What follows belongs to an exercise in optimizing a design on an open flow for small area; a production flow would make more cautious choices.
At most, simulation tests tie the RTL to the original design; equivalence was not proved.
For runs 5 to 7, only the layout was checked, not whether the RTL still works.
The clock port is modelled as an ideal driver; clocking choices that lean on that would not hold on a real chip.
Power figures rest on the tool's default switching activity, not on a simulated workload.

==> design/flow/config.mk <==
export PLATFORM = sky130hd
export DESIGN_NAME = ts_speed
export DESIGN_NICKNAME = ts_speed
export VERILOG_FILES = /design/flow/design.v
export SDC_FILE = /design/flow/constraint.sdc
export NUM_CORES = 4
export LEC_CHECK = 0
export ABC_AREA = 1
export CAP_MARGIN = 20
export CORE_MARGIN = 2
export CORE_UTILIZATION = 60
export CTS_BUF_LIST = sky130_fd_sc_hd__clkbuf_8
export CTS_CLUSTER_DIAMETER = 100
export CTS_CLUSTER_SIZE = 50
export GPL_TIMING_DRIVEN = 0
export SLEW_MARGIN = 20
==> design/flow/constraint.sdc <==
create_clock -name core_clock -period 5.0 [get_ports {clk}]
set_input_delay 1.0000 -clock core_clock [delete_from_list [all_inputs] [get_ports {clk}]]
set_output_delay 1.0000 -clock core_clock [all_outputs]
set_load 0.01 [all_outputs]
==> design/flow/design.v <==
module ts_speed(
    clk,
    rst,
    ts_din,
    ts_din_en,
    rate_dout,
    rate_dout_en,
    rate_con_start,
    rate_con_end
);
    input         clk;
    input         rst;
    input  [31:0] ts_din;
    input         ts_din_en;
    input         rate_con_start;
    input         rate_con_end;
    output [7:0]  rate_dout;
    output        rate_dout_en;
    localparam IDLE = 2'd0, RATE_START = 2'd1, RATE_REC = 2'd2, RATE_SEND = 2'd3;
    localparam [10:0] CNT_START = {9'd200, 2'd1};    
    localparam [10:0] REC_END   = {9'd29,  2'd2};    
    localparam [10:0] SEND_END  = {9'd47,  2'd1};    
    reg  [1:0]  st;
    reg         en_r;
    reg  [10:0] cnt;
    reg         oen;         
    reg  [6:0]  lo [1:15];
    reg  [3:0]  slot0, slot1, slot2, slot3;
    wire in_start = (st == RATE_START);
    wire in_rec   = (st == RATE_REC);
    wire clr      = rst | in_start;
    always @(posedge clk) begin
        en_r <= ts_din_en;
        if (rst)
            st <= IDLE;
        else case (st)
            IDLE:       st <= rate_con_start ? RATE_START : IDLE;
            RATE_START: st <= rate_con_end ? IDLE : RATE_REC;
            RATE_REC:   st <= rate_con_end ? IDLE : (cnt == REC_END) ? RATE_SEND : RATE_REC;
            default:    st <= rate_con_end ? IDLE : (cnt == SEND_END) ? RATE_START : RATE_SEND;
        endcase
        oen <= ~rst & (st == RATE_SEND);
        if (in_start)
            cnt <= CNT_START;
        else begin
            cnt[1:0]  <= cnt[1] ? 2'd0 : cnt[1:0] + 2'd1;
            cnt[10:2] <= cnt[10:2] + cnt[1];
        end
    end
    wire [3:0] sel = in_rec ? ts_din[3:0] : cnt[5:2];
    reg  [6:0] rd;
    integer i;
    always @(*) begin
        rd = 7'd0;
        for (i = 1; i < 16; i = i + 1)
            if (sel == i) rd = lo[i];
    end
    wire hit  = in_rec & ts_din_en & ~en_r & (ts_din[31:4] == 28'd0);
    wire wrap = hit & (&rd);
    wire [6:0] wbus = clr ? 7'd0 : rd + 7'd1;
    genvar k;
    generate
        for (k = 1; k < 16; k = k + 1) begin : g_lo
            always @(posedge clk)
                if (clr | (hit & (sel == k)))
                    lo[k] <= wbus;
        end
    endgenerate
    always @(posedge clk) begin
        if (clr | wrap) begin
            slot0 <= clr ? 4'd0 : sel;
            slot1 <= clr ? 4'd0 : slot0;
            slot2 <= clr ? 4'd0 : slot1;
            slot3 <= clr ? 4'd0 : slot2;
        end
    end
    wire [2:0] p = (slot0 == sel) + (slot1 == sel) + (slot2 == sel) + (slot3 == sel);
    wire [9:0] cval = {p, rd};
    wire [5:0] up = cnt[7:2];
    wire [1:0] ph = cnt[1:0];
    reg  [7:0] byte_n;
    always @(*) begin
        if (up[5] & (up[3:0] != 4'd0))
            case (ph)
                2'd1:    byte_n = {6'd0, cval[9:8]};
                2'd2:    byte_n = cval[7:0];
                default: byte_n = 8'h00;
            endcase
        else if (~up[5] & ~up[0])                
            byte_n = {5'd0, 1'b1, 1'b0, ph[1]};
        else if (~up[5])                         
            byte_n = {7'd0, ph == 2'd1};
        else                                     
            byte_n = {7'd0, ph != 2'd1};
    end
    assign rate_dout    = oen ? byte_n : 8'h00;
    assign rate_dout_en = oen;
endmodule
==> design/flow/flow/run.sh <==
#!/bin/bash
# Layout flow: the standard ORFS flow (standard.sh with synth_recipe.tcl)
# with these changes to how the layout is built:
#  - synthesis maps the logic with an area-oriented ABC script
#    (flow/abc_area.script, used through ABC_AREA=1 from a copy of ORFS's
#    scripts folder that differs only in that file); flip-flop mapping,
#    flattening and naming are the standard synthesis's;
#  - port buffers use sky130_fd_sc_hd__buf_1;
#  - clock tree synthesis inserts no dummy loads.
# The make output goes to standard.log; each ORFS step keeps its own log
# under orfs/logs/.
set -euo pipefail
rm -rf myscripts
cp -r "$FLOW_HOME/scripts" myscripts
chmod -R u+w myscripts
cp -f flow/abc_area.script myscripts/abc_area.script
bash standard.sh \
  "SCRIPTS_DIR=$PWD/myscripts" \
  "BUFFER_PORTS_ARGS=-buffer_cell sky130_fd_sc_hd__buf_1" \
  "CTS_ARGS=-sink_clustering_enable -repair_clock_nets -sink_clustering_size 50 -sink_clustering_max_diameter 100 -buf_list sky130_fd_sc_hd__clkbuf_8 -dont_use_dummy_load" \
  finish > standard.log 2>&1
==> design/flow/flow/abc_area.script <==
strash
dch -f
amap
strash
dch -f
amap
strash
dch -f
amap
topo
==> design/flow/standard.sh <==
#!/bin/bash
# synth_recipe.tcl (not shown) runs the flow's synth.tcl, then flattens the netlist and writes it again
# the make line also repeats each setting of config.mk as NAME=value (left out here)
make -C /OpenROAD-flow-scripts/flow DESIGN_CONFIG=/design/flow/config.mk WORK_HOME=/design/flow/orfs CLKGATE_MAP_FILE= SYNTH_SCRIPT=/design/flow/synth_recipe.tcl "${@:-finish}"
==> flow_metrics.py, run 1 <==
metrics = {
    "status": {
        "status": "finished clean",
    },
    "power_and_ir_drop": {
        "peakVddDrop_uv": 273,
        "power_density_mw_per_mm2": 534,
        "p_leak_uw": 0.00214,
    },
    "finish": {
        "fin_nets": 559,
        "layout-drive-gt1-share_pct": 8.41,
        "multiInputGateArea_mm2": 0.00166,
        "fillers": 677,
        "seq_area_mm2": 0.00393,
        "fin_area_mm2": 0.00635,
        "n_antenna_cell": 0,
        "area_delta_synth_final_pct": 12.8,
    },
    "synth": {
        "synth_nets": 490,
        "synth_edf_count": 121,
        "seq_area_frac_synth_pct": 69.8,
        "synth_top_area_cell": "edfxtp_1",
        "synth.most_common_cell": "edfxtp_1",
        "async_flop_share_pct": 0,
        "ys_ff_latch": 136,
        "synth_area_mm2": 0.00564,
        "ys_top_cells_by_count": "edfxtp_1, nor2_1, clkinv_1",
        "synth_area_leaders": "edfxtp_1, nor2_1, dfxtp_1",
        "synthCells": 444,
        "netlist.area_leader.share_pct": 64.5,
        "yosysWarnings": 2,
        "synth_flop_cell": "edfxtp_1",
        "ys_types": 35,
        "avgSynthCellArea_um2": 12.7,
    },
    "setup_path": {
        "end_kind": "primary output",
        "cp_max_fo": 9,
        "slowest_stage": "fa_1",
        "arrival_ns": 3.67,
        "r2r_slack_ns": 0.62,
        "cp-start-kind": "register",
        "cp.required_ns": 4.00,
        "path_cells": "inv_2, nor2_4, buf_4, o22ai_4, a221oi_1, o221ai_1, a221oi_1, o21ai_1, fa_1, clkinv_1, ha_1, ha_1, a22oi_1, o32a_1, nor2_1, buf_1",
        "crit_type": "register to primary output",
        "cpPeakStageDelay_ns": 0.50,
    },
    "detailed_routing": {
        "drtIter0Drc": 378,
        "wire_per_inst_um": 20.4,
        "drc_errors": 0,
        "drtAntennaViolNets": 0,
        "first_pass_iters": 5,
        "vias": 3877,
        "viasPerCell": 6.23,
        "routed_wirelength_um": 12700,
    },
    "cts": {
        "clk_pin_slew_worst_paths_ns": 0.05,
        "clock_sinks": 136,
        "clockRootBuffer": "clkbuf_8",
        "clock_latency_ns": 0.43,
        "postCtsHoldBufs": 0,
        "cts.path.max_buffers": 2,
        "cts_buffers": 17,
        "tritoncts": "yes",
        "htreeDepth": 4,
    },
    "placed_design": {
        "gp_congestion": 0.885,
        "dp_hpwl_um": 8620,
        "place_ws_ns": -0.742,
        "port_buffers": 45,
        "dpl_cell_area_mm2": 0.00599,
    },
    "sta": {
        "max_freq_ghz": 0.214,
        "tightest_slew_ns": 0.962,
        "layout_setup_ws_ns": 0.326,
        "grt_setup_unrepaired": "no",
        "finalSetupViolations": 0,
        "finalHoldViolCount": 0,
        "maxSlewHeadroom_pct": 35.6,
        "fin_skew_ns": 0.0263,
        "fin_crit_ns": 4.67,
        "period_share_pct": 93.5,
        "slew_viol_final": 0,
    },
    "die": {
        "start_util_pct": 61.3,
        "fp.dieW_um": 101,
        "dieHeight_um": 101,
        "die_area_mm2": 0.0102,
        "rows": 35,
        "coreArea_mm2": 0.00920,
        "io_pins": 46,
    },
    "global_route": {
        "use_met2_pct": 44.3,
        "antenna_found_initial": 0,
        "busiest_layer": "met2",
        "track_usage_pct": 26.9,
        "grt_max_degree": 40,
        "grt_overflow_total": 0,
        "grt_use_met3_pct": 4.72,
        "grt_pass1_vias": 3830,
        "met1_usage_pct": 35.6,
        "grt_pass1_wl_um": 20000,
    },
    "run": {
        "cap_viol_max_count": 0,
    },
    "hold_path": {
        "hp-class": "register to register",
    },
}
## cell usage in the layout (no fill, tap or decap), drive strengths merged, types with 7 or more instances in the layout
| cell | count |
|---|---|
| edfxtp | 121 |
| ha | 8 |
| buf | 50 |
| o21ai | 7 |
| o22ai | 18 |
| dfxtp | 15 |
| nand3 | 8 |
| a222oi | 10 |
| a221oi | 9 |
| a21oi | 9 |
| a22oi | 12 |
| clkinv | 36 |
| or4 | 7 |
| nor3 | 10 |
| clkbuf | 17 |
| nand2 | 28 |
| nor2 | 90 |
| a22o | 8 |
## critical path: cells and delay by family (launching register included)
kind | cells | cell delay (ns)
AO/OA/AOI/OAI | 7 | 1.18
adder cells (fa/ha/maj) | 3 | 0.96
buffers and inverters | 4 | 0.49
AND/OR/NAND/NOR | 2 | 0.27
flip-flops | 1 | 0.36
## cells by family after synthesis
kind of cell / count (synthesis) / synth area share [%]
AND/OR/NAND/NOR: 165 / 12.8
AO/OA/AOI/OAI: 94 / 12.6
flip-flops: 136 / 69.8
adder cells (fa/ha/maj): 9 / 2.13
buffers and inverters: 40 / 2.66
## registers in the layout (all words and copies together), names as in the netlist
signal  cells
cnt        11
slot2       4
slot3       4
slot0       4
slot1       4
oen         1
st          2
en_r        1
lo        105
## cell type report
| type | count | area share, % |
|---|---|---|
| sequential | 136 | 61.9 |
| multi-input combinational | 268 | 26.1 |
| clock buffer | 17 | 3.68 |
| timing repair buffer | 50 | 3.64 |
| inverter | 40 | 2.46 |
| tap | 111 | 2.19 |
## report_power, final
| group | switching (uW) | total [uW] | internal [uW] |
|---|---|---|---|
| logic | 656 | 958 | 302 |
| registers | 108 | 1800 | 1690 |
| clock network | 339 | 638 | 299 |
## path summary, 6_finish.rpt
path,startpoint,end,cells after the start
max reg2reg,st[1],slot3[1],20
max,st[1],rate_dout[0],16
min,cnt[10],cnt[10],1
min reg2reg,cnt[10],cnt[10],1
## per-layer routing
layer | vias to the layer above | share of wire [%]
met2 | 152 | 49
met3 | 26 | 6.8
met1 | 1855 | 41
met4 | 0 | 2.8
met5 | - | 0
li1 | 1844 | -
## repair_timing
item	4_1_cts	5_1_grt
pin swaps	1	1
setup buffers	1	1
setup endpoints to repair	97	32
gates resized for setup	15	9
## through the flow
stage | total power, uW | hold WS (ns) | util [%] | instances | setup TNS [ns]
after floorplan | 2360 | 0.448 | - | 444 | 0
after global placement | 2650 | 0.467 | 64.6 | 600 | -56.81
after detailed placement | 2690 | 0.473 | 65.2 | 603 | -37.77
after CTS | 3360 | 0.492 | 68.6 | 621 | 0
after global routing | 3570 | 0.511 | 69.1 | 622 | 0
final | 3400 | 0.494 | 69.1 | 622 | 0
==> run 2, diff against run 1 <==
--- a/design/flow/flow/run.sh
+++ b/design/flow/flow/run.sh
@@ -6,7 +6,9 @@
 #    scripts folder that differs only in that file); flip-flop mapping,
 #    flattening and naming are the standard synthesis's;
 #  - port buffers use sky130_fd_sc_hd__buf_1;
-#  - clock tree synthesis inserts no dummy loads.
+#  - clock tree synthesis inserts no dummy loads, and afterwards each clock
+#    buffer is shrunk to the smallest size that keeps every flip-flop clock
+#    pin's slew under 95 ps (flow/post_cts.tcl).
 # The make output goes to standard.log; each ORFS step keeps its own log
 # under orfs/logs/.
 set -euo pipefail
@@ -16,6 +18,7 @@
 cp -f flow/abc_area.script myscripts/abc_area.script
 bash standard.sh \
   "SCRIPTS_DIR=$PWD/myscripts" \
+  "POST_CTS_TCL=$PWD/flow/post_cts.tcl" \
   "BUFFER_PORTS_ARGS=-buffer_cell sky130_fd_sc_hd__buf_1" \
   "CTS_ARGS=-sink_clustering_enable -repair_clock_nets -sink_clustering_size 50 -sink_clustering_max_diameter 100 -buf_list sky130_fd_sc_hd__clkbuf_8 -dont_use_dummy_load" \
   finish > standard.log 2>&1
==> design/flow/flow/post_cts.tcl (new file) <==
set clk_slew_target 0.095
if { [info exists ::env(CLK_SLEW_TARGET)] } { set clk_slew_target $::env(CLK_SLEW_TARGET) }
set clkbuf_sizes {sky130_fd_sc_hd__clkbuf_2 sky130_fd_sc_hd__clkbuf_4 sky130_fd_sc_hd__clkbuf_8 sky130_fd_sc_hd__clkbuf_16}

proc worst_clock_pin_slew {} {
  set worst 0.0
  foreach pin [get_pins -hierarchical */CLK] {
    foreach prop {slew_max_rise slew_max_fall} {
      set s [get_property $pin $prop]
      if { $s > $worst } { set worst $s }
    }
  }
  return $worst
}

estimate_parasitics -placement
puts "clock buffer resize: worst flip-flop clock slew before [worst_clock_pin_slew]"
set bufs {}
foreach inst [get_cells clkbuf_*] {
  lappend bufs [get_full_name $inst]
}
# Leaves (names with more levels) first, root (clkbuf_0_*) last.
set bufs [lsort -decreasing -dictionary $bufs]
foreach name $bufs {
  set inst [get_cells $name]
  set orig [get_property [get_lib_cells -of_objects $inst] name]
  set kept $orig
  foreach size $clkbuf_sizes {
    if { $size eq $orig } { break }
    replace_cell $inst $size
    if { [worst_clock_pin_slew] <= $clk_slew_target } {
      set kept $size
      break
    }
  }
  if { $kept ne [get_property [get_lib_cells -of_objects $inst] name] } {
    replace_cell $inst $kept
  }
  puts "clock buffer resize: $name $orig -> $kept"
}
puts "clock buffer resize: worst flip-flop clock slew after [worst_clock_pin_slew]"
detailed_placement
check_placement -verbose
==> run 2 against run 1 <==
Non-clock buffer count rose by 5. Hold slack got worse by 0.044 ns. Die area did not move. Critical endpoint unchanged. Fmax fell by 3.2%. Synthesized cell count did not move. Largest power group unchanged. Critical path depth rose by 1. Final cell count rose by 0.80%. Wire length rose by 0.48%. Clock-buffer cell count did not move. Synthesized area did not move. Sequential power barely moved. Power fell by 2.9%.
==> flow_metrics.py, run 2 <==
metrics = {
    "synth": {
        "async_flop_share_pct": 0,
        "yosysWarnings": 2,
        "synth_edf_count": 121,
        "ys_types": 35,
        "avgSynthCellArea_um2": 12.7,
        "synthCells": 444,
        "synth_top_area_cell": "edfxtp_1",
        "netlist.area_leader.share_pct": 64.5,
        "synth_area_leaders": "edfxtp_1, nor2_1, dfxtp_1",
        "synth_flop_cell": "edfxtp_1",
        "synth_area_mm2": 0.00564,
        "seq_area_frac_synth_pct": 69.8,
        "ys_top_cells_by_count": "edfxtp_1, nor2_1, clkinv_1",
        "ys_ff_latch": 136,
        "synth.most_common_cell": "edfxtp_1",
        "synth_nets": 490,
    },
    "placed_design": {
        "gp_congestion": 0.885,
        "dp_hpwl_um": 8620,
        "port_buffers": 45,
        "dpl_cell_area_mm2": 0.00599,
    },
    "detailed_routing": {
        "drtIter0Drc": 337,
        "vias": 3920,
        "drtAntennaViolNets": 0,
        "drc_errors": 0,
        "wire_per_inst_um": 20.3,
        "routed_wirelength_um": 12800,
        "first_pass_iters": 7,
        "viasPerCell": 6.25,
    },
    "finish": {
        "area_delta_synth_final_pct": 12.8,
        "largest_register_ffs": 105,
        "final_cell_mix": "edfxtp_1, nor2_1, buf_1",
        "largestRegisters": "lo x105, cnt x11",
        "fin_area_mm2": 0.00636,
        "fin_nets": 564,
        "top_register": "lo",
        "final_common_cell": "edfxtp_1",
        "n_antenna_cell": 0,
        "layout-drive-gt1-share_pct": 10.9,
    },
    "sta": {
        "fin_crit_ns": 4.83,
        "finalHoldViolCount": 0,
        "max_freq_ghz": 0.207,
        "fin_skew_ns": 0.0322,
        "tns_ns": 0,
        "period_share_pct": 96.6,
        "finalSetupViolations": 0,
        "maxSlewHeadroom_pct": 34.1,
        "tightest_slew_ns": 0.985,
        "slew_viol_final": 0,
        "whs_ns": 0.449,
    },
    "die": {
        "rows": 35,
        "die_area_mm2": 0.0102,
        "fp.dieW_um": 101,
        "start_util_pct": 61.3,
        "io_pins": 46,
        "dieHeight_um": 101,
        "coreArea_mm2": 0.00920,
    },
    "run": {
        "cap_viol_max_count": 0,
    },
    "setup_path": {
        "arrival_ns": 3.83,
        "cp-start-kind": "register",
        "cp.required_ns": 4.00,
        "end_kind": "primary output",
        "crit_type": "register to primary output",
        "cp_max_fo": 6,
    },
    "power_and_ir_drop": {
        "p_total_uw": 3300,
        "peakVddDrop_uv": 273,
        "p_leak_uw": 0.00214,
        "power_density_mw_per_mm2": 519,
    },
    "global_route": {
        "grt_pass1_vias": 3828,
        "track_usage_pct": 26.8,
        "grt_pass1_wl_um": 20000,
        "grt_max_degree": 40,
        "antenna_found_initial": 0,
        "grt_overflow_total": 0,
    },
    "cts": {
        "clock_sinks": 136,
        "tritoncts": "yes",
        "clk_pin_slew_worst_paths_ns": 0.10,
        "clock_latency_ns": 0.67,
    },
    "hold_path": {
        "hp-class": "input port to register",
    },
    "status": {
        "status": "finished clean",
    },
}
## run 2: cell types whose count changed in the layout (fill, tap and decap cells not counted), sizes merged
cell,previous run,this run
inv,4,5
buf,50,55
clkinv,36,35
## run 2: layout make-up
cell class / count / area (um^2)
sequential: 136 / 3940
fill: 676 / 2840
multi-input combinational: 268 / 1700
timing repair buffer: 55 / 274
clock buffer: 17 / 156
inverter: 40 / 156
tap: 111 / 139
## run 2: kinds of logic (layout without fill, tap and decap cells)
kind of cell | count (synthesis) | count (layout) | share of synthesized area (%)
buffers and inverters | 40 | 112 | 2.66
AO/OA/AOI/OAI | 94 | 94 | 12.6
AND/OR/NAND/NOR | 165 | 165 | 12.8
flip-flops | 136 | 136 | 69.8
adder cells (fa/ha/maj) | 9 | 9 | 2.13
## run 2: critical path, stage by stage, from the launching register on
cell	delay [ns]
dfxtp_2	0.34
inv_2	0.05
nor2_4	0.13
clkinv_4	0.12
o22ai_4	0.21
nor2_1	0.06
a221oi_1	0.21
o221ai_1	0.17
a221oi_1	0.23
o21ai_1	0.15
fa_1	0.53
inv_2	0.05
ha_4	0.15
ha_4	0.26
a22oi_2	0.05
o32a_1	0.18
nor2_1	0.14
buf_2	0.15
## run 2: metrics by stage
| stage | std cells | setup slack [ns] | utilization (%) |
|---|---|---|---|
| global route | 627 | -0.0517 | 69.1 |
| detailed placement | 603 | -0.742 | 65.2 |
| global placement | 600 | -0.751 | 64.6 |
| finish | 627 | 0.170 | 69.1 |
| floorplan | 444 | 0.485 | - |
## run 2: worst paths after layout
check	startpoint	end	slack [ns]	depth (start not counted)
worst max-delay path	st[1]	rate_dout[0]	0.17	17
worst min register to register	cnt[10]	cnt[10]	0.50	1
worst min-delay path	ts_din_en	en_r	0.45	1
worst max register to register	st[1]	slot2[2]	0.71	21
## run 2: where the power goes
group | switching, uW | internal, uW
logic | 667 | 317
registers | 108 | 1690
clock network | 326 | 192
## run 2: metal layers
layer / up-vias / global-route usage (%) / share of wire, %
li1: 1856 / - / -
met1: 1902 / 35.7 / 43
met2: 140 / 44.2 / 49
met3: 22 / 4.92 / 6.1
met4: 0 / 10.3 / 2.5
met5: - / 0 / 0
==> run 3, diff against run 2 <==
--- a/design/flow/design.v
+++ b/design/flow/design.v
@@ -68,13 +68,14 @@
     endgenerate
     always @(posedge clk) begin
         if (clr | wrap) begin
-            slot0 <= clr ? 4'd0 : sel;
+            slot0 <= clr ? 4'd0 : ts_din[3:0];
             slot1 <= clr ? 4'd0 : slot0;
             slot2 <= clr ? 4'd0 : slot1;
             slot3 <= clr ? 4'd0 : slot2;
         end
     end
-    wire [2:0] p = (slot0 == sel) + (slot1 == sel) + (slot2 == sel) + (slot3 == sel);
+    wire [3:0] ch = cnt[5:2];    
+    wire [2:0] p = (slot0 == ch) + (slot1 == ch) + (slot2 == ch) + (slot3 == ch);
     wire [9:0] cval = {p, rd};
     wire [5:0] up = cnt[7:2];
     wire [1:0] ph = cnt[1:0];
--- a/design/flow/flow/run.sh
+++ b/design/flow/flow/run.sh
@@ -6,8 +6,8 @@
 #    scripts folder that differs only in that file); flip-flop mapping,
 #    flattening and naming are the standard synthesis's;
 #  - port buffers use sky130_fd_sc_hd__buf_1;
-#  - clock tree synthesis inserts no dummy loads, and afterwards each clock
-#    buffer is shrunk to the smallest size that keeps every flip-flop clock
+#  - clock tree synthesis inserts no dummy loads, and afterwards each leaf
+#    clock buffer is shrunk to the smallest size that keeps every flip-flop clock
 #    pin's slew under 95 ps (flow/post_cts.tcl).
 # The make output goes to standard.log; each ORFS step keeps its own log
 # under orfs/logs/.
--- a/design/flow/flow/post_cts.tcl
+++ b/design/flow/flow/post_cts.tcl
@@ -17,9 +17,11 @@
 puts "clock buffer resize: worst flip-flop clock slew before [worst_clock_pin_slew]"
 set bufs {}
 foreach inst [get_cells clkbuf_*] {
+  # The root buffer (clkbuf_0_*) keeps its size, so the clock's insertion
+  # delay stays as CTS made it.
+  if { [string match clkbuf_0_* [get_full_name $inst]] } { continue }
   lappend bufs [get_full_name $inst]
 }
-# Leaves (names with more levels) first, root (clkbuf_0_*) last.
 set bufs [lsort -decreasing -dictionary $bufs]
 foreach name $bufs {
   set inst [get_cells $name]
--- a/design/flow/config.mk
+++ b/design/flow/config.mk
@@ -6,11 +6,11 @@
 export NUM_CORES = 4
 export LEC_CHECK = 0
 export ABC_AREA = 1
-export CAP_MARGIN = 20
+export CAP_MARGIN = 0
 export CORE_MARGIN = 2
 export CORE_UTILIZATION = 60
 export CTS_BUF_LIST = sky130_fd_sc_hd__clkbuf_8
 export CTS_CLUSTER_DIAMETER = 100
 export CTS_CLUSTER_SIZE = 50
 export GPL_TIMING_DRIVEN = 0
-export SLEW_MARGIN = 20
+export SLEW_MARGIN = 0
==> run 3 against run 2 <==
Sequential power is essentially flat. Clock-buffer cell count did not move. Largest cell class unchanged. Clock power increased by 8.5%. Critical endpoint unchanged. Clock skew fell by 0.0060 ns.
==> flow_metrics.py, run 3 <==
metrics = {
    "status": {
        "status": "finished clean",
    },
    "global_route": {
        "grt_pass1_vias": 3796,
        "antenna_found_initial": 0,
        "grt_pass1_wl_um": 20500,
        "grt_max_degree": 33,
        "grt_overflow_total": 0,
        "track_usage_pct": 27.7,
    },
    "die": {
        "io_pins": 46,
        "fp.dieW_um": 101,
        "start_util_pct": 61.3,
        "dieHeight_um": 101,
        "rows": 35,
        "coreArea_mm2": 0.00920,
        "die_area_mm2": 0.0102,
    },
    "sta": {
        "whs_ns": 0.512,
        "max_freq_ghz": 0.211,
        "slew_viol_final": 0,
        "tightest_slew_ns": 1.16,
        "fin_skew_ns": 0.0262,
        "fin_crit_ns": 4.74,
        "maxSlewHeadroom_pct": 22.2,
        "finalSetupViolations": 0,
        "grt_setup_unrepaired": "no",
        "finalHoldViolCount": 0,
        "period_share_pct": 94.8,
    },
    "synth": {
        "synth.most_common_cell": "edfxtp_1",
        "synth_edf_count": 121,
        "ys_ff_latch": 136,
        "avgSynthCellArea_um2": 12.6,
        "synth_area_mm2": 0.00564,
        "yosysWarnings": 2,
        "synth_top_area_cell": "edfxtp_1",
        "netlist.area_leader.share_pct": 64.4,
        "synthCells": 447,
        "synth_adder_area_share_pct": 2.13,
        "synth_top_family_by_area": "simple AND/OR/NAND/NOR gates",
        "ys_types": 36,
        "synth-simple-area-share_pct": 12.9,
        "synth_compound_area_share_pct": 12.3,
        "ys_top_cells_by_count": "edfxtp_1, nor2_1, clkinv_1",
        "synth.area.mux_share_pct": 0,
        "synth_nets": 493,
        "async_flop_share_pct": 0,
        "synth_flop_cell": "edfxtp_1",
        "synth_xor_area_share_pct": 0,
        "seq_area_frac_synth_pct": 69.8,
        "synth_area_leaders": "edfxtp_1, dfxtp_1, nor2_1",
    },
    "finish": {
        "multiInputGateArea_mm2": 0.00164,
        "fillers": 723,
        "area_delta_synth_final_pct": 11.0,
        "stdcell_count": 623,
        "largestRegisters": "lo x105, cnt x11",
        "final_core_util_pct": 68.1,
        "final_cell_mix": "edfxtp_1, nor2_1, buf_1",
        "layout-drive-gt1-share_pct": 8.79,
        "final_common_cell": "edfxtp_1",
        "fin_area_mm2": 0.00626,
        "largest_register_ffs": 105,
        "top_register": "lo",
        "n_antenna_cell": 0,
        "fin_nets": 560,
        "seq_area_mm2": 0.00394,
    },
    "setup_path": {
        "cp-start-kind": "register",
        "end_kind": "primary output",
        "cp_max_fo": 8,
        "arrival_ns": 3.74,
        "crit_type": "register to primary output",
        "cp.required_ns": 4.00,
    },
    "detailed_routing": {
        "drc_errors": 0,
        "routed_wirelength_um": 13400,
        "wire_per_inst_um": 21.5,
        "vias": 3978,
        "drtAntennaViolNets": 0,
        "viasPerCell": 6.39,
        "first_pass_iters": 5,
        "drtIter0Drc": 392,
    },
    "hold_path": {
        "hp-class": "register to register",
    },
    "cts": {
        "clock_sinks": 136,
        "clock_latency_ns": 0.41,
        "tritoncts": "yes",
        "clk_pin_slew_worst_paths_ns": 0.08,
    },
    "power_and_ir_drop": {
        "peakVddDrop_uv": 358,
        "p_clk_share_pct": 17.1,
        "p_total_uw": 3290,
        "power_density_mw_per_mm2": 526,
        "power_switching_uw": 1110,
        "switching_share_pct": 33.7,
        "power_frac_comb_pct": 27.4,
        "p_leak_uw": 0.00206,
        "power_frac_seq_pct": 55.5,
        "intPower_uw": 2180,
    },
    "placed_design": {
        "dp_hpwl_um": 9120,
        "gp_congestion": 0.905,
        "dp_cells": 604,
        "port_buffers": 45,
        "dpl_cell_area_mm2": 0.00596,
    },
    "run": {
        "cap_viol_max_count": 0,
    },
}
[run 3: cell count changes after synthesis, sizes merged, moves of 3 or more]
cell and delta:
a221oi -3, a22o -5, a22oi +8, clkinv +4, nand2 +12, nand4 +4
nor2 -19, nor4 +5, o22ai -3, or4 -6
[run 3: per-stage QoR]
stage          setup WS [ns]  setup TNS (ns)
2_1_floorplan          0.921               0
3_3_place_gp          -0.390           -9.35
3_5_place_dp          -0.251           -4.01
5_1_grt               0.0255               0
6_report               0.261               0
[run 3: worst paths after layout]
| path | from | to | slack [ns] | cells after the start |
|---|---|---|---|---|
| hold reg to reg | cnt[1] | cnt[1] | 0.51 | 1 |
| hold / removal | cnt[1] | cnt[1] | 0.51 | 1 |
| setup / recovery | cnt[2] | rate_dout[0] | 0.26 | 14 |
| setup reg to reg | st[1] | lo[2][4] | 0.59 | 17 |
[run 3: power groups by stage]
| stage | Combinational (uW) | Sequential (uW) | Clock (uW) |
|---|---|---|---|
| 3_3_place_gp | 812 | 1830 | 0 |
| 2_1_floorplan | 544 | 1800 | 0 |
| 3_5_place_dp | 842 | 1850 | 0 |
| 6_report | 903 | 1830 | 562 |
| 5_1_grt | 984 | 1860 | 603 |
[run 3: final cells by class]
class | instances | area share, %
inverters | 44 | 2.76
well taps | 111 | 2.22
clock buffers | 17 | 2.84
multi-input cells | 267 | 26.2
repair buffers | 48 | 3.12
flip-flops and latches | 136 | 62.8
[run 3: routing by layer]
metal  GRT usage, %  part of all wire, %  wire length [um]  vias to the layer above
met5              0                    0                 0                        -
met4           9.36                  2.8               380                        0
met3           6.52                  6.0               807                       22
met2           47.0                   51              6830                      149
met1           35.4                   40              5370                     1957
li1               -                    -                 -                     1850
[run 3: cell families after synthesis]
group           count (synthesis)
flops                         136
buf+inv                        44
simple gates                  164
compound gates                 94
fa+ha+maj                       9
[run 3: critical path, cell delays in order, from the launching register on]
cell	delay, ns
dfxtp_2	0.46
clkinvlp_4	0.25
o22ai_1	0.21
o221ai_1	0.14
a221oi_1	0.24
o221ai_1	0.21
fa_1	0.57
clkinv_1	0.06
ha_1	0.19
ha_1	0.27
a22oi_1	0.08
o21a_1	0.18
a31oi_1	0.15
o311a_1	0.18
buf_1	0.15
==> run 4, diff against run 3 <==
--- a/design/flow/config.mk
+++ b/design/flow/config.mk
@@ -6,11 +6,11 @@
 export NUM_CORES = 4
 export LEC_CHECK = 0
 export ABC_AREA = 1
-export CAP_MARGIN = 0
+export CAP_MARGIN = 20
 export CORE_MARGIN = 2
 export CORE_UTILIZATION = 60
 export CTS_BUF_LIST = sky130_fd_sc_hd__clkbuf_8
 export CTS_CLUSTER_DIAMETER = 100
 export CTS_CLUSTER_SIZE = 50
 export GPL_TIMING_DRIVEN = 0
-export SLEW_MARGIN = 0
+export SLEW_MARGIN = 20
==> run 4 against run 3 <==
Register-to-register slack lost 0.07 ns. Power is essentially flat. Non-clock buffer count shrank 2. Flip-flop and latch count is the same. Sequential share of layout area grew 0.18 points. First-iteration DRC count grew 2.6%. Wire length grew 0.64%. Synthesized cell count is the same. Critical path depth grew 1. Combinational power grew 0.9%. Clock-buffer cell count is the same.
==> flow_metrics.py, run 4 <==
metrics = {
    "run": {
        "cap_viol_max_count": 0,
    },
    "detailed_routing": {
        "routed_wirelength_um": 13500,
        "first_pass_iters": 6,
        "viasPerCell": 6.39,
        "vias": 3968,
        "drtIter0Drc": 402,
        "wire_per_inst_um": 21.7,
        "drc_errors": 0,
        "drtAntennaViolNets": 0,
    },
    "synth": {
        "netlist.area_leader.share_pct": 64.4,
        "ys_ff_latch": 136,
        "synth_flop_cell": "edfxtp_1",
        "synth.most_common_cell": "edfxtp_1",
        "synth_top_area_cell": "edfxtp_1",
        "synth_edf_count": 121,
        "synth_compound_area_share_pct": 12.3,
        "seq_area_frac_synth_pct": 69.8,
        "synth_top_family_by_area": "simple AND/OR/NAND/NOR gates",
        "avgSynthCellArea_um2": 12.6,
        "synth_xor_area_share_pct": 0,
        "async_flop_share_pct": 0,
        "synth_nets": 493,
        "synth_adder_area_share_pct": 2.13,
        "synth_area_leaders": "edfxtp_1, dfxtp_1, nor2_1",
        "synth_area_mm2": 0.00564,
        "synthCells": 447,
        "synth-simple-area-share_pct": 12.9,
        "synth.area.mux_share_pct": 0,
        "ys_top_cells_by_count": "edfxtp_1, nor2_1, clkinv_1",
        "yosysWarnings": 2,
        "ys_types": 36,
    },
    "placed_design": {
        "dp_cells": 604,
        "dp_hpwl_um": 9150,
        "gp_congestion": 0.905,
        "port_buffers": 45,
        "dpl_cell_area_mm2": 0.00596,
    },
    "finish": {
        "top_register": "lo",
        "largest_register_ffs": 105,
        "stdcell_count": 621,
        "n_antenna_cell": 0,
        "fin_nets": 558,
        "fin_area_mm2": 0.00624,
        "final_cell_mix": "edfxtp_1, nor2_1, buf_1",
        "fillers": 684,
        "area_delta_synth_final_pct": 10.7,
        "layout-drive-gt1-share_pct": 8.24,
        "largestRegisters": "lo x105, cnt x11",
        "final_common_cell": "edfxtp_1",
    },
    "die": {
        "die_area_mm2": 0.0102,
        "io_pins": 46,
        "dieHeight_um": 101,
        "start_util_pct": 61.3,
        "fp.dieW_um": 101,
        "coreArea_mm2": 0.00920,
        "rows": 35,
    },
    "sta": {
        "fin_crit_ns": 4.82,
        "period_share_pct": 96.3,
        "max_freq_ghz": 0.208,
        "finalSetupViolations": 0,
        "fin_skew_ns": 0.0325,
        "maxSlewHeadroom_pct": 28.0,
        "tightest_slew_ns": 1.08,
        "slew_viol_final": 0,
        "grt_setup_unrepaired": "yes",
        "finalHoldViolCount": 0,
    },
    "global_route": {
        "grt_overflow_total": 0,
        "track_usage_pct": 28.5,
        "grt_max_degree": 33,
        "grt_pass1_wl_um": 20900,
        "grt_pass1_vias": 3826,
        "antenna_found_initial": 0,
    },
    "cts": {
        "clk_pin_slew_worst_paths_ns": 0.10,
        "clock_latency_ns": 0.42,
        "tritoncts": "yes",
        "clock_sinks": 136,
    },
    "power_and_ir_drop": {
        "power_frac_seq_pct": 55.5,
        "power_density_mw_per_mm2": 527,
        "power_frac_comb_pct": 27.7,
        "power_switching_uw": 1120,
        "peakVddDrop_uv": 405,
        "p_clk_share_pct": 16.9,
        "switching_share_pct": 34.0,
        "intPower_uw": 2170,
        "p_leak_uw": 0.00205,
    },
    "setup_path": {
        "reg2reg_depth": 18,
        "timing.rr.end": "lo[3][6]",
        "r2r_slack_ns": 0.52,
        "crit_type": "register to primary output",
        "cp-start-kind": "register",
        "arrival_ns": 3.82,
        "r2r-start": "st[1]",
        "cp.required_ns": 4.00,
        "cp_max_fo": 8,
        "startpoint": "st[1]",
        "end_kind": "primary output",
        "crit_path_end": "rate_dout[0]",
    },
    "status": {
        "status": "finished clean",
    },
    "hold_path": {
        "hold_depth": 1,
        "hp-class": "register to register",
    },
}
-- run 4: cell counts after synthesis --
Identical to the previous run, type by type.
-- run 4: layer usage --
metal	up-vias	wire length (um)	track usage [%]
li1	1839	-	-
met1	1928	5290	36.3
met2	166	6760	46.6
met3	35	885	6.93
met4	0	545	12.5
met5	-	0	0
-- run 4: final cells by class --
| type | instances | area (um^2) | share of cell area (%) |
|---|---|---|---|
| sequential | 136 | 3940 | 63.0 |
| timing repair buffer | 46 | 176 | 2.83 |
| tap | 111 | 139 | 2.22 |
| multi-input combinational | 267 | 1650 | 26.5 |
| clock buffer | 17 | 171 | 2.75 |
| inverter | 44 | 169 | 2.71 |
-- run 4: critical path, stage by stage (launching register included) --
cell and delay, ns:
dfxtp_1 0.34, clkinv_1 0.16, nor2_4 0.22, clkinv_1 0.23
o22ai_1 0.32, nand2_1 0.31, nor2_2 0.50, a221oi_1 0.15
nand4_1 0.17, o22ai_1 0.08, nand2_1 0.17, a22oi_1 0.09
o21a_1 0.18, a31oi_1 0.15, o311a_1 0.18, buf_1 0.15
-- run 4: stage by stage --
step                      TNS (ns)  utilization, %  worst slack, ns  hold slack [ns]  total power (uW)
final                            0            67.9            0.185            0.535              3290
after global routing        -0.141            67.9          -0.0830            0.553              3450
after detailed placement         0            64.8           0.0920            0.485              2680
after global placement       -9.35            64.7           -0.390            0.478              2640
after floorplan                  0               -            0.921            0.458              2340
-- run 4: cells by family after synthesis --
kind of cell | after synthesis
compound gates | 94
fa+ha+maj | 9
buf+inv | 44
flops | 136
simple gates | 164
-- run 4: power groups by stage --
| stage | Sequential (uW) | Combinational (uW) | Clock, uW |
|---|---|---|---|
| 6_report | 1830 | 911 | 555 |
| 5_1_grt | 1860 | 996 | 596 |
| 3_5_place_dp | 1850 | 840 | 0 |
| 3_3_place_gp | 1830 | 812 | 0 |
| 2_1_floorplan | 1800 | 544 | 0 |
-- run 4: worst min path at each step --
stage,slack (ns),endpoint,from
detailed placement,0.49,oen,st[1]
global route,0.55,oen,st[1]
floorplan,0.46,oen,st[1]
global placement,0.48,oen,st[1]
finish,0.53,cnt[1],cnt[1]
==> run 5, diff against run 4 <==
--- a/design/flow/design.v
+++ b/design/flow/design.v
@@ -47,7 +47,7 @@
             cnt[10:2] <= cnt[10:2] + cnt[1];
         end
     end
-    wire [3:0] sel = in_rec ? ts_din[3:0] : cnt[5:2];
+    wire [3:0] sel = oen ? cnt[5:2] : ts_din[3:0];
     reg  [6:0] rd;
     integer i;
     always @(*) begin
==> run 5 against run 4 <==
First-iteration DRC count decreased by 21%. Setup slack improved by 0.078 ns. Final cell count increased by 0.16%. Via count decreased by 0.83%. Critical path type unchanged. Critical endpoint unchanged. Largest power group unchanged. Highest routed layer unchanged.
==> flow_metrics.py, run 5 <==
metrics = {
    "status": {
        "status": "finished clean",
    },
    "setup_path": {
        "cp.required_ns": 4.00,
        "cp_max_fo": 8,
        "slowest_stage": "nor2_1",
        "arrival_ns": 3.74,
        "crit_top_cell": "nand2_1",
        "crit_type": "register to primary output",
        "end_kind": "primary output",
        "path_cells": "clkinv_1, nand2_1, o21ai_0, or2_0, nor2_1, nand2_1, nand4_1, a221o_1, o22ai_1, nand2_1, a22oi_1, o32a_1, nor2_1, buf_1",
        "cp-start-kind": "register",
        "cpPeakStageDelay_ns": 0.64,
    },
    "synth": {
        "synth_adder_area_share_pct": 2.13,
        "ys_types": 34,
        "synth-simple-area-share_pct": 13.3,
        "yosysWarnings": 2,
        "ys_top_cells_by_count": "edfxtp_1, nor2_1, clkinv_1",
        "synth.area.mux_share_pct": 0,
        "ys_ff_latch": 136,
        "synth.most_common_cell": "edfxtp_1",
        "synth_nets": 492,
        "netlist.area_leader.share_pct": 64.4,
        "synth_area_mm2": 0.00564,
        "synth_compound_area_share_pct": 12.1,
        "synthCells": 446,
        "avgSynthCellArea_um2": 12.6,
        "synth_top_family_by_area": "simple AND/OR/NAND/NOR gates",
        "synth_area_leaders": "edfxtp_1, nor2_1, dfxtp_1",
        "synth_xor_area_share_pct": 0,
        "synth_top_area_cell": "edfxtp_1",
        "seq_area_frac_synth_pct": 69.8,
        "synth_edf_count": 121,
        "async_flop_share_pct": 0,
        "synth_flop_cell": "edfxtp_1",
    },
    "die": {
        "rows": 35,
        "coreArea_mm2": 0.00920,
        "die_area_mm2": 0.0102,
        "io_pins": 46,
        "start_util_pct": 61.3,
        "fp.dieW_um": 101,
        "dieHeight_um": 101,
    },
    "sta": {
        "tightest_slew_ns": 1.00,
        "max_freq_ghz": 0.211,
        "finalHoldViolCount": 0,
        "finalSetupViolations": 0,
        "slew_viol_final": 0,
        "fin_crit_ns": 4.74,
        "period_share_pct": 94.7,
        "fin_skew_ns": 0.0344,
        "maxSlewHeadroom_pct": 33.0,
    },
    "cts": {
        "clk_pin_slew_worst_paths_ns": 0.07,
        "clock_sinks": 136,
        "tritoncts": "yes",
        "clock_latency_ns": 0.41,
    },
    "finish": {
        "largestRegisters": "lo x105, cnt x11",
        "final_common_cell": "edfxtp_1",
        "seq_area_mm2": 0.00393,
        "layout-drive-gt1-share_pct": 5.48,
        "top_register": "lo",
        "final_cell_mix": "edfxtp_1, nor2_1, buf_1",
        "fin_area_mm2": 0.00618,
        "largest_register_ffs": 105,
        "area_delta_synth_final_pct": 9.65,
        "stdcell_count": 622,
        "fin_nets": 559,
        "n_antenna_cell": 0,
        "fillers": 685,
        "multiInputGateArea_mm2": 0.00158,
    },
    "global_route": {
        "grt_max_degree": 29,
        "grt_pass1_vias": 3831,
        "antenna_found_initial": 0,
        "grt_overflow_total": 0,
        "track_usage_pct": 28.1,
        "grt_pass1_wl_um": 20500,
    },
    "placed_design": {
        "dpl_cell_area_mm2": 0.00600,
        "gp_congestion": 0.883,
        "port_buffers": 45,
        "dp_cells": 604,
        "dp_hpwl_um": 9030,
    },
    "hold_path": {
        "hp-class": "register to register",
    },
    "detailed_routing": {
        "wire_per_inst_um": 21.3,
        "drtIter0Drc": 318,
        "first_pass_iters": 5,
        "vias": 3935,
        "drc_errors": 0,
        "drtAntennaViolNets": 0,
        "routed_wirelength_um": 13200,
        "viasPerCell": 6.33,
    },
    "power_and_ir_drop": {
        "power_density_mw_per_mm2": 384,
        "p_leak_uw": 0.00208,
        "peakVddDrop_uv": 218,
    },
    "run": {
        "cap_viol_max_count": 0,
    },
}
==> run 5: final timing paths <==
check | endpoint | startpoint | slack, ns | depth (start not counted)
setup reg to reg | slot2[2] | cnt[2] | 0.46 | 17
hold / removal | cnt[10] | cnt[10] | 0.48 | 1
setup / recovery | rate_dout[0] | cnt[2] | 0.26 | 14
hold reg to reg | cnt[10] | cnt[10] | 0.48 | 1
==> run 5: routing by layer <==
| layer | routed length [um] | track usage (%) |
|---|---|---|
| met3 | 943 | 7.14 |
| met1 | 5350 | 36.4 |
| met5 | 0 | 0 |
| met4 | 438 | 11.5 |
| met2 | 6490 | 45.5 |
==> run 5: logic make-up (layout without fill, tap and decap cells) <==
kind of cell / count (synthesis) / after routing
and+or+nand+nor: 172 / 172
buffers and inverters: 40 / 105
adders and majority gates: 9 / 9
AOI/OAI and AO/OA: 89 / 89
DFF: 136 / 136
==> run 5: power breakdown <==
group	switching [uW]	internal, uW	total (uW)
Combinational	244	120	364
Sequential	69.7	1400	1470
Clock	329	209	537
Total	642	1730	2370
==> run 5: area by class of cell <==
cell class	instances	share of cell area (%)
multi-input combinational	270	25.6
clock buffer	17	2.67
inverter	40	2.43
sequential	136	63.6
timing repair buffer	48	3.42
tap	111	2.25
==> run 5: metrics by stage <==
| stage | util (%) | setup slack [ns] | TNS, ns | power [uW] | hold slack [ns] |
|---|---|---|---|---|---|
| floorplan | - | 0.885 | 0 | 1710 | 0.438 |
| global route | 67.2 | -0.00547 | -0.00547 | 2470 | 0.505 |
| global placement | 64.7 | -0.579 | -28.58 | 1830 | 0.457 |
| finish | 67.2 | 0.263 | 0 | 2370 | 0.478 |
| detailed placement | 65.2 | -0.286 | -8.01 | 1850 | 0.468 |
==> run 5: critical path, delay by kind of cell (launching register included) <==
kind                   cells  cell delay (ns)
DFF                        1             0.51
and+or+nand+nor            7             1.68
AOI/OAI and AO/OA          5             0.70
buffers and inverters      2             0.46
==> run 6, diff against run 5 <==
--- a/design/flow/config.mk
+++ b/design/flow/config.mk
@@ -8,7 +8,7 @@
 export ABC_AREA = 1
 export CAP_MARGIN = 20
 export CORE_MARGIN = 2
-export CORE_UTILIZATION = 60
+export CORE_UTILIZATION = 72
 export CTS_BUF_LIST = sky130_fd_sc_hd__clkbuf_8
 export CTS_CLUSTER_DIAMETER = 100
 export CTS_CLUSTER_SIZE = 50
==> run 6 against run 5 <==
Still clean. Sequential share of layout area is 0.090 points lower. Global-route usage up 5.4 points. Sequential power is essentially flat. Fmax grew 0.11%. Final cell count shrank 1.4%. Hold slack worse by 0.0084 ns. Register-to-register slack got worse by 0.03 ns. Synthesized cell count unchanged. Combinational power is essentially flat. First-iteration DRC count is 81% higher. Clock skew is 0.011 ns lower. Critical path type unchanged. Highest routed layer unchanged.
==> flow_metrics.py, run 6 <==
metrics = {
    "synth": {
        "synth_flop_cell": "edfxtp_1",
        "synth_area_leaders": "edfxtp_1, nor2_1, dfxtp_1",
        "avgSynthCellArea_um2": 12.6,
        "netlist.area_leader.share_pct": 64.4,
        "synthCells": 446,
        "yosysWarnings": 2,
        "seq_area_frac_synth_pct": 69.8,
        "synth.most_common_cell": "edfxtp_1",
        "synth_area_mm2": 0.00564,
        "synth_top_area_cell": "edfxtp_1",
        "ys_top_cells_by_count": "edfxtp_1, nor2_1, clkinv_1",
        "async_flop_share_pct": 0,
        "synth_nets": 492,
        "synth_edf_count": 121,
        "ys_ff_latch": 136,
        "ys_types": 34,
    },
    "finish": {
        "largest_register_ffs": 105,
        "layout-drive-gt1-share_pct": 6.46,
        "fin_area_mm2": 0.00619,
        "area_delta_synth_final_pct": 9.81,
        "top_register": "lo",
        "largestRegisters": "lo x105, cnt x11",
        "final_core_util_pct": 81.0,
        "n_antenna_cell": 0,
        "fillers": 445,
        "stdcell_count": 613,
        "final_cell_mix": "edfxtp_1, nor2_1, buf_1",
        "fin_nets": 559,
        "final_common_cell": "edfxtp_1",
    },
    "detailed_routing": {
        "drtIter0Drc": 574,
        "viasPerCell": 6.68,
        "routed_wirelength_um": 13200,
        "vias": 4094,
        "wire_per_inst_um": 21.6,
        "drc_errors": 0,
        "drtAntennaViolNets": 0,
        "first_pass_iters": 5,
    },
    "die": {
        "fp.dieW_um": 92.5,
        "dieHeight_um": 92.5,
        "io_pins": 46,
        "rows": 32,
        "die_area_mm2": 0.00855,
        "start_util_pct": 73.7,
        "coreArea_mm2": 0.00765,
    },
    "setup_path": {
        "cpPeakStageDelay_ns": 0.57,
        "crit_type": "register to primary output",
        "path_cells": "clkinv_1, o22ai_1, o221ai_1, a221oi_1, o221ai_1, fa_1, clkinv_1, ha_1, ha_1, a22oi_1, o32a_1, nor2_1, buf_1",
        "cp_top_family": "compound AO/OA/AOI/OAI gates",
        "arrival_ns": 3.73,
        "r2r_slack_ns": 0.43,
        "crit_path_end": "rate_dout[0]",
        "cp-start-kind": "register",
        "cp_max_fo": 8,
        "cp.required_ns": 4.00,
        "end_kind": "primary output",
        "cp.depth": 13,
        "critPathBufInv": 3,
        "r2r-start": "oen",
        "slowest_stage": "fa_1",
        "reg2reg_depth": 12,
        "startpoint": "cnt[2]",
        "timing.rr.end": "lo[8][1]",
    },
    "sta": {
        "slew_viol_final": 0,
        "fin_crit_ns": 4.73,
        "layout_setup_ws_ns": 0.268,
        "finalSetupViolations": 0,
        "period_share_pct": 94.6,
        "max_freq_ghz": 0.211,
        "tightest_slew_ns": 1.05,
        "maxSlewHeadroom_pct": 29.5,
        "fin_skew_ns": 0.0238,
        "grt_setup_unrepaired": "no",
        "finalHoldViolCount": 0,
        "whs_ns": 0.470,
    },
    "cts": {
        "tritoncts": "yes",
        "clk_pin_slew_worst_paths_ns": 0.08,
        "clock_latency_ns": 0.41,
        "clock_sinks": 136,
    },
    "run": {
        "cap_viol_max_count": 0,
    },
    "global_route": {
        "antenna_found_initial": 0,
        "grt_pass1_vias": 4023,
        "track_usage_pct": 33.4,
        "grt_max_degree": 29,
        "grt_overflow_total": 0,
        "grt_pass1_wl_um": 20900,
    },
    "placed_design": {
        "dp_cells": 596,
        "place_ws_ns": -0.259,
        "gp_congestion": 0.941,
        "port_buffers": 45,
        "dp_hpwl_um": 9050,
        "dpl_cell_area_mm2": 0.00599,
    },
    "status": {
        "status": "finished clean",
    },
    "power_and_ir_drop": {
        "power_density_mw_per_mm2": 387,
        "p_leak_uw": 0.00208,
        "peakVddDrop_uv": 303,
    },
    "hold_path": {
        "hp-class": "register to register",
    },
}
-- run 6: cell count changes in the layout (fill, tap and decap cells not counted) --
cell       change
nor2_2         +5
nor3_2         +1
a2111oi_0      -1
nor2_1         -5
nor3_4         -1
clkbuf_8       +2
clkbuf_4       -2
a2111oi_1      +1
-- run 6: area by class of cell --
class	instances	area, um^2	share of cell area [%]
sequential	136	3930	63.5
timing repair buffer	48	211	3.42
clock buffer	17	178	2.87
tap	102	128	2.06
multi-input combinational	270	1590	25.7
inverter	40	150	2.43
-- run 6: metal layers --
metal / up-vias / wire length, um / global-route usage, %
li1: 1828 / - / -
met5: - / 0 / 0
met3: 45 / 1380 / 8.54
met1: 1934 / 4710 / 41.5
met2: 287 / 6630 / 55.3
met4: 0 / 523 / 16.3
-- run 6: how the worst min path moves through the flow --
stage	startpoint	to	slack, ns	depth (start not counted)
final	cnt[10]	cnt[10]	0.47	1
after detailed placement	cnt[10]	cnt[10]	0.46	1
after floorplan	cnt[10]	cnt[10]	0.44	1
after global routing	cnt[10]	cnt[10]	0.49	1
after global placement	cnt[10]	cnt[10]	0.45	1
-- run 6: power breakdown --
| part | switching, uW | total, uW | internal, uW | leakage, uW |
|---|---|---|---|---|
| Combinational | 247 | 366 | 119 | 0.000662 |
| Clock | 327 | 552 | 225 | 0.0000989 |
| Sequential | 72.7 | 1480 | 1400 | 0.00132 |
-- run 6: cell families after synthesis --
family | synth area share [%]
and+or+nand+nor | 13.3
DFF | 69.8
AOI/OAI and AO/OA | 12.1
buffers and inverters | 2.66
adders and majority gates | 2.13
-- run 6: metrics by stage --
step | setup TNS [ns] | power (uW)
after floorplan | 0 | 1710
after global placement | -20.55 | 1820
after detailed placement | -8.82 | 1850
after global routing | 0 | 2490
final | 0 | 2390
==> run 7, diff against run 6 <==
--- a/design/flow/design.v
+++ b/design/flow/design.v
@@ -47,7 +47,13 @@
             cnt[10:2] <= cnt[10:2] + cnt[1];
         end
     end
-    wire [3:0] sel = oen ? cnt[5:2] : ts_din[3:0];
+    reg        hit_r;
+    reg  [3:0] idx_r;
+    always @(posedge clk) begin
+        hit_r <= in_rec & ts_din_en & ~en_r & (ts_din[31:4] == 28'd0);
+        idx_r <= ts_din[3:0];
+    end
+    wire [3:0] sel = hit_r ? idx_r : cnt[5:2];
     reg  [6:0] rd;
     integer i;
     always @(*) begin
@@ -55,7 +61,7 @@
         for (i = 1; i < 16; i = i + 1)
             if (sel == i) rd = lo[i];
     end
-    wire hit  = in_rec & ts_din_en & ~en_r & (ts_din[31:4] == 28'd0);
+    wire hit  = hit_r;
     wire wrap = hit & (&rd);
     wire [6:0] wbus = clr ? 7'd0 : rd + 7'd1;
     genvar k;
@@ -68,7 +74,7 @@
     endgenerate
     always @(posedge clk) begin
         if (clr | wrap) begin
-            slot0 <= clr ? 4'd0 : ts_din[3:0];
+            slot0 <= clr ? 4'd0 : idx_r;
             slot1 <= clr ? 4'd0 : slot0;
             slot2 <= clr ? 4'd0 : slot1;
             slot3 <= clr ? 4'd0 : slot2;
--- a/design/flow/config.mk
+++ b/design/flow/config.mk
@@ -8,7 +8,7 @@
 export ABC_AREA = 1
 export CAP_MARGIN = 20
 export CORE_MARGIN = 2
-export CORE_UTILIZATION = 72
+export CORE_UTILIZATION = 60
 export CTS_BUF_LIST = sky130_fd_sc_hd__clkbuf_8
 export CTS_CLUSTER_DIAMETER = 100
 export CTS_CLUSTER_SIZE = 50
==> run 7 against run 6 <==
Clock skew is 0.0070 ns higher. Critical endpoint is now rate_dout[5]. Die area rose by 21%. Still clean. Wire length rose by 0.92%. Final cell count grew 4.1%. Largest cell class unchanged. Global-route usage fell by 5.3 points.
==> flow_metrics.py, run 7 <==
metrics = {
    "setup_path": {
        "crit_path_end": "rate_dout[5]",
        "end_kind": "primary output",
        "crit_top_cell": "clkinv_2",
        "crit_type": "register to primary output",
        "slowest_stage": "a222oi_1",
        "cpPeakStageDelay_ns": 0.61,
        "reg2reg_depth": 17,
        "cp_max_fo": 18,
        "cp-start-kind": "register",
        "startpoint": "hit_r",
        "path_cells": "clkinv_2, o22ai_4, clkinv_2, nand2_1, nor3_2, a222oi_1, nand4_1, o22ai_1, nor2_1, buf_1",
        "r2r_slack_ns": 0.29,
        "arrival_ns": 3.77,
        "r2r-start": "hit_r",
        "timing.rr.end": "lo[5][6]",
        "cp.required_ns": 4.00,
    },
    "sta": {
        "tns_ns": 0,
        "fin_crit_ns": 4.77,
        "tightest_slew_ns": 1.07,
        "max_freq_ghz": 0.210,
        "finalSetupViolations": 0,
        "finalHoldViolCount": 0,
        "slew_viol_final": 0,
        "fin_skew_ns": 0.0308,
        "maxSlewHeadroom_pct": 28.6,
        "period_share_pct": 95.3,
        "layout_setup_ws_ns": 0.234,
    },
    "synth": {
        "seq_area_frac_synth_pct": 70.5,
        "async_flop_share_pct": 0,
        "synth_area_leaders": "edfxtp_1, dfxtp_1, nand2_1",
        "ys_types": 34,
        "synth_area_mm2": 0.00573,
        "ys_ff_latch": 141,
        "synth_flop_cell": "edfxtp_1",
        "synth_top_area_cell": "edfxtp_1",
        "synth.most_common_cell": "edfxtp_1",
        "synth_edf_count": 121,
        "ys_top_cells_by_count": "edfxtp_1, nand2_1, clkinv_1",
        "synthCells": 437,
        "avgSynthCellArea_um2": 13.1,
        "netlist.area_leader.share_pct": 63.5,
        "yosysWarnings": 2,
        "synth_nets": 483,
    },
    "die": {
        "io_pins": 46,
        "die_area_mm2": 0.0103,
        "start_util_pct": 62.0,
        "rows": 35,
        "coreArea_mm2": 0.00924,
        "dieHeight_um": 102,
        "fp.dieW_um": 102,
    },
    "finish": {
        "largestRegisters": "lo x105, cnt x11",
        "multiInputGateArea_mm2": 0.00176,
        "area_delta_synth_final_pct": 14.3,
        "layout-drive-gt1-share_pct": 11.2,
        "fillers": 655,
        "seq_area_mm2": 0.00404,
        "final_common_cell": "edfxtp_1",
        "top_register": "lo",
        "fin_nets": 557,
        "n_antenna_cell": 0,
        "final_cell_mix": "edfxtp_1, buf_1, nand2_1",
        "largest_register_ffs": 105,
    },
    "cts": {
        "clock_latency_ns": 0.41,
        "clk_pin_slew_worst_paths_ns": 0.07,
        "tritoncts": "yes",
        "clock_sinks": 141,
    },
    "detailed_routing": {
        "drtAntennaViolNets": 0,
        "viasPerCell": 6.25,
        "drc_errors": 0,
        "routed_wirelength_um": 13400,
        "first_pass_iters": 7,
        "drtIter0Drc": 334,
        "wire_per_inst_um": 21.0,
        "vias": 3985,
    },
    "hold_path": {
        "hp-class": "register to register",
        "min_from": "cnt[10]",
        "hold_depth": 1,
    },
    "placed_design": {
        "port_buffers": 45,
        "dp_hpwl_um": 9230,
        "place_ws_ns": -0.806,
        "gp_congestion": 0.851,
    },
    "global_route": {
        "grt_pass1_wl_um": 20800,
        "track_usage_pct": 28.1,
        "grt_pass1_vias": 3785,
        "antenna_found_initial": 0,
        "grt_max_degree": 26,
        "grt_overflow_total": 0,
    },
    "status": {
        "status": "finished clean",
    },
    "power_and_ir_drop": {
        "p_leak_uw": 0.00222,
        "peakVddDrop_uv": 276,
        "power_density_mw_per_mm2": 520,
    },
    "run": {
        "cap_viol_max_count": 0,
    },
}
[run 7: through the flow]
stage | utilization, % | cells | hold WS (ns) | instance area [um^2] | total power [uW]
2_1_floorplan | - | 437 | 0.428 | 5730 | 2380
3_3_place_gp | 65.5 | 611 | 0.444 | 6060 | 2650
3_5_place_dp | 66.8 | 619 | 0.462 | 6170 | 2730
5_1_grt | 70.8 | 638 | 0.509 | 6540 | 3570
6_report | 70.8 | 638 | 0.470 | 6540 | 3400
[run 7: final cells by class]
class	count	area share, %
Sequential cell	141	61.7
Multi-Input combinational cell	254	26.9
Clock buffer	17	2.87
Inverter	42	2.50
Timing Repair Buffer	55	3.56
Tap cell	129	2.47
[run 7: critical path: cells and delay by family, from the launching register on]
kind	cells	cell delay, ns
and+or+nand+nor	4	0.78
AOI/OAI and AO/OA	3	1.31
buffers and inverters	3	0.72
DFF	1	0.54
[run 7: cells by family (layout without fill, tap and decap cells)]
logic type | after synthesis | count (layout) | share of synthesized area (%)
and+or+nand+nor | 147 | 147 | 11.9
DFF | 141 | 141 | 70.5
AOI/OAI and AO/OA | 98 | 98 | 12.8
buffers and inverters | 42 | 114 | 2.75
adders and majority gates | 9 | 9 | 2.10
[run 7: metal layers]
metal	wire [um]	share of wire (%)	global-route usage [%]
met1	5290	40	36.6
met2	6900	52	47.9
met3	989	7.4	5.52
met5	0	0	0
met4	193	1.4	8.73
[run 7: how the worst min path moves through the flow]
stage	to	slack, ns
2_1_floorplan	cnt[10]	0.43
3_3_place_gp	cnt[10]	0.44
3_5_place_dp	cnt[10]	0.46
5_1_grt	cnt[10]	0.51
6_report	cnt[10]	0.47
[run 7: power by group]
part	internal (uW)	leakage, uW	switching, uW
logic	286	0.000694	639
registers	1770	0.00143	134
clock network	238	0.000104	338
total	2290	0.00222	1110
==> run 8, diff against run 7 <==
--- a/design/flow/design.v
+++ b/design/flow/design.v
@@ -47,13 +47,7 @@
             cnt[10:2] <= cnt[10:2] + cnt[1];
         end
     end
-    reg        hit_r;
-    reg  [3:0] idx_r;
-    always @(posedge clk) begin
-        hit_r <= in_rec & ts_din_en & ~en_r & (ts_din[31:4] == 28'd0);
-        idx_r <= ts_din[3:0];
-    end
-    wire [3:0] sel = hit_r ? idx_r : cnt[5:2];
+    wire [3:0] sel = oen ? cnt[5:2] : ts_din[3:0];
     reg  [6:0] rd;
     integer i;
     always @(*) begin
@@ -61,7 +55,7 @@
         for (i = 1; i < 16; i = i + 1)
             if (sel == i) rd = lo[i];
     end
-    wire hit  = hit_r;
+    wire hit  = in_rec & ts_din_en & ~en_r & (ts_din[31:4] == 28'd0);
     wire wrap = hit & (&rd);
     wire [6:0] wbus = clr ? 7'd0 : rd + 7'd1;
     genvar k;
@@ -74,7 +68,7 @@
     endgenerate
     always @(posedge clk) begin
         if (clr | wrap) begin
-            slot0 <= clr ? 4'd0 : idx_r;
+            slot0 <= clr ? 4'd0 : ts_din[3:0];
             slot1 <= clr ? 4'd0 : slot0;
             slot2 <= clr ? 4'd0 : slot1;
             slot3 <= clr ? 4'd0 : slot2;
@@ -83,23 +77,18 @@
     wire [3:0] ch = cnt[5:2];    
     wire [2:0] p = (slot0 == ch) + (slot1 == ch) + (slot2 == ch) + (slot3 == ch);
     wire [9:0] cval = {p, rd};
-    wire [5:0] up = cnt[7:2];
-    wire [1:0] ph = cnt[1:0];
-    reg  [7:0] byte_n;
-    always @(*) begin
-        if (up[5] & (up[3:0] != 4'd0))
-            case (ph)
-                2'd1:    byte_n = {6'd0, cval[9:8]};
-                2'd2:    byte_n = cval[7:0];
-                default: byte_n = 8'h00;
-            endcase
-        else if (~up[5] & ~up[0])                
-            byte_n = {5'd0, 1'b1, 1'b0, ph[1]};
-        else if (~up[5])                         
-            byte_n = {7'd0, ph == 2'd1};
-        else                                     
-            byte_n = {7'd0, ph != 2'd1};
-    end
-    assign rate_dout    = oen ? byte_n : 8'h00;
+    wire [5:0] up     = cnt[7:2];
+    wire [1:0] ph     = cnt[1:0];
+    wire       is_cnt = up[5] & (up[3:0] != 4'd0);
+    wire       lo_b   = oen & is_cnt & ph[1];       
+    wire       mid_b  = oen & is_cnt & ph[0];       
+    wire       h30    = oen & ~up[5] & ~up[0];      
+    wire       h31    = oen & ~up[5] &  up[0];      
+    wire       h32    = oen &  up[5] & (up[3:0] == 4'd0);   
+    assign rate_dout[7:3] = {5{lo_b}} & cval[7:3];
+    assign rate_dout[2]   = (lo_b & cval[2]) | h30;
+    assign rate_dout[1]   = (lo_b & cval[1]) | (mid_b & cval[9]);
+    assign rate_dout[0]   = (lo_b & cval[0]) | (mid_b & cval[8]) | (h30 & ph[1]) |
+                            (h31 & ph[0]) | (h32 & ~ph[0]);
     assign rate_dout_en = oen;
 endmodule
==> run 8 against run 7 <==
Clock skew up 0.0049 ns. Core utilization down 3.8 points. Register-to-register slack better by 0.18 ns. Critical endpoint is now rate_dout[0]. Power down 31%. Clock power down 5.2%. Flip-flop and latch count down 5. Critical path depth up 2. Clock-buffer cell count unchanged. Setup slack better by 0.11 ns. Global-route usage down 0.86 points. Fmax up 2.3%. Still clean. Combinational power down 66%.
==> flow_metrics.py, run 8 <==
metrics = {
    "finish": {
        "final_common_cell": "edfxtp_1",
        "area_delta_synth_final_pct": 9.35,
        "top_register": "lo",
        "final_cell_mix": "edfxtp_1, nand2_1, nor2_1",
        "largestRegisters": "lo x105, cnt x11",
        "largest_register_ffs": 105,
        "n_antenna_cell": 0,
        "fin_nets": 548,
        "stdcell_count": 611,
        "layout-drive-gt1-share_pct": 5.40,
    },
    "detailed_routing": {
        "wire_per_inst_um": 21.4,
        "first_pass_iters": 6,
        "routed_wirelength_um": 13100,
        "drc_errors": 0,
        "drtAntennaViolNets": 0,
        "viasPerCell": 6.36,
        "vias": 3887,
        "drtIter0Drc": 427,
    },
    "power_and_ir_drop": {
        "p_leak_uw": 0.00205,
        "power_density_mw_per_mm2": 384,
        "peakVddDrop_uv": 248,
    },
    "synth": {
        "synth_compound_area_share_pct": 12.0,
        "synth-simple-area-share_pct": 13.0,
        "yosysWarnings": 2,
        "async_flop_share_pct": 0,
        "synth_xor_area_share_pct": 0,
        "synth.most_common_cell": "edfxtp_1",
        "synth_adder_area_share_pct": 2.14,
        "synth_nets": 482,
        "avgSynthCellArea_um2": 12.9,
        "synth_flop_cell": "edfxtp_1",
        "ys_top_cells_by_count": "edfxtp_1, nand2_1, nor2_1",
        "synth_area_leaders": "edfxtp_1, dfxtp_1, nand2_1",
        "netlist.area_leader.share_pct": 64.8,
        "synth_area_mm2": 0.00561,
        "synth_top_area_cell": "edfxtp_1",
        "synthCells": 436,
        "ys_ff_latch": 136,
        "synth.area.mux_share_pct": 0,
        "ys_types": 32,
        "seq_area_frac_synth_pct": 70.2,
        "synth_edf_count": 121,
        "synth_top_family_by_area": "simple AND/OR/NAND/NOR gates",
    },
    "global_route": {
        "grt_pass1_wl_um": 19800,
        "busiest_layer": "met2",
        "track_usage_pct": 27.2,
        "met1_usage_pct": 34.6,
        "grt_overflow_total": 0,
        "use_met2_pct": 45.2,
        "grt_pass1_vias": 3666,
        "grt_use_met3_pct": 7.42,
        "antenna_found_initial": 0,
        "grt_max_degree": 24,
    },
    "setup_path": {
        "cpPeakStageDelay_ns": 0.57,
        "arrival_ns": 3.66,
        "cp_max_fo": 8,
        "cp-start-kind": "register",
        "slowest_stage": "fa_1",
        "r2r_slack_ns": 0.47,
        "end_kind": "primary output",
        "cp.required_ns": 4.00,
        "path_cells": "clkinv_1, o22ai_1, o221ai_1, a221oi_1, o221ai_1, fa_1, clkinv_1, ha_1, ha_1, a211oi_1, o21ai_0, buf_1",
        "crit_type": "register to primary output",
    },
    "cts": {
        "tritoncts": "yes",
        "clock_latency_ns": 0.41,
        "clk_pin_slew_worst_paths_ns": 0.09,
        "clock_sinks": 136,
    },
    "sta": {
        "tightest_slew_ns": 1.24,
        "fin_crit_ns": 4.66,
        "slew_viol_final": 0,
        "period_share_pct": 93.1,
        "maxSlewHeadroom_pct": 17.0,
        "max_freq_ghz": 0.215,
        "finalHoldViolCount": 0,
        "finalSetupViolations": 0,
        "fin_skew_ns": 0.0357,
        "grt_setup_unrepaired": "no",
        "tns_ns": 0,
    },
    "placed_design": {
        "port_buffers": 45,
        "dp_cells": 594,
        "gp_congestion": 0.867,
        "dp_hpwl_um": 8840,
    },
    "die": {
        "coreArea_mm2": 0.00915,
        "dieHeight_um": 101,
        "start_util_pct": 61.2,
        "die_area_mm2": 0.0101,
        "fp.dieW_um": 101,
        "io_pins": 46,
        "rows": 35,
    },
    "status": {
        "status": "finished clean",
    },
    "hold_path": {
        "hp-class": "register to register",
    },
    "run": {
        "cap_viol_max_count": 0,
    },
}
run 8: cell count changes in the layout (fill, tap and decap cells not counted), moves of 5 or more:
cell / previous run / this run
nor2_1: 39 / 46
nand2_1: 44 / 51
buf_2: 6 / 1
clkinv_2: 5 / 0
or4_1: 0 / 8
nor4_4: 6 / 0
nor3_2: 5 / 0
run 8: where the power goes:
group          total [uW]  switching [uW]  internal (uW)
logic                 314             219           95.6
registers            1490            76.8           1410
clock network         546             333            213
run 8: worst max-delay path: cells and delay by family (launching register included):
family / cells / cell delay [ns]
DFF: 1 / 0.52
adders and majority gates: 3 / 1.04
AOI/OAI and AO/OA: 6 / 1.16
buffers and inverters: 3 / 0.53
run 8: final timing paths:
kind | from | endpoint | cells past startpoint
worst max-delay path | cnt[2] | rate_dout[0] | 12
worst min-delay path | cnt[10] | cnt[10] | 1
worst max register to register | oen | lo[8][6] | 14
worst min register to register | cnt[10] | cnt[10] | 1
run 8: cell type report:
cell class	instances	area, um^2
flip-flops and latches	136	3930
fillers	692	3020
multi-input cells	259	1550
repair buffers	47	185
clock buffers	17	169
inverters	41	154
well taps	111	139
run 8: cells by family after synthesis:
logic type               count (synthesis)
adder cells (fa/ha/maj)                  9
buffers and inverters                   41
flip-flops                             136
AO/OA/AOI/OAI                           92
AND/OR/NAND/NOR                        158
run 8: stage by stage:
stage          hold WS, ns  total power [uW]  util, %  instance area (um^2)  setup WS [ns]
3_5_place_dp         0.477              1820     65.0                  5950         -0.202
2_1_floorplan        0.438              1690        -                  5610          0.584
3_3_place_gp         0.461              1800     64.6                  5910          -1.18
6_report             0.481              2350     67.0                  6130          0.343
5_1_grt              0.499              2440     67.0                  6130         0.0733
run 8: layer usage:
layer	part of all wire [%]	wire (um)
met1	39	5040
met2	51	6610
met3	8.2	1070
met4	2.6	343
met5	0	0
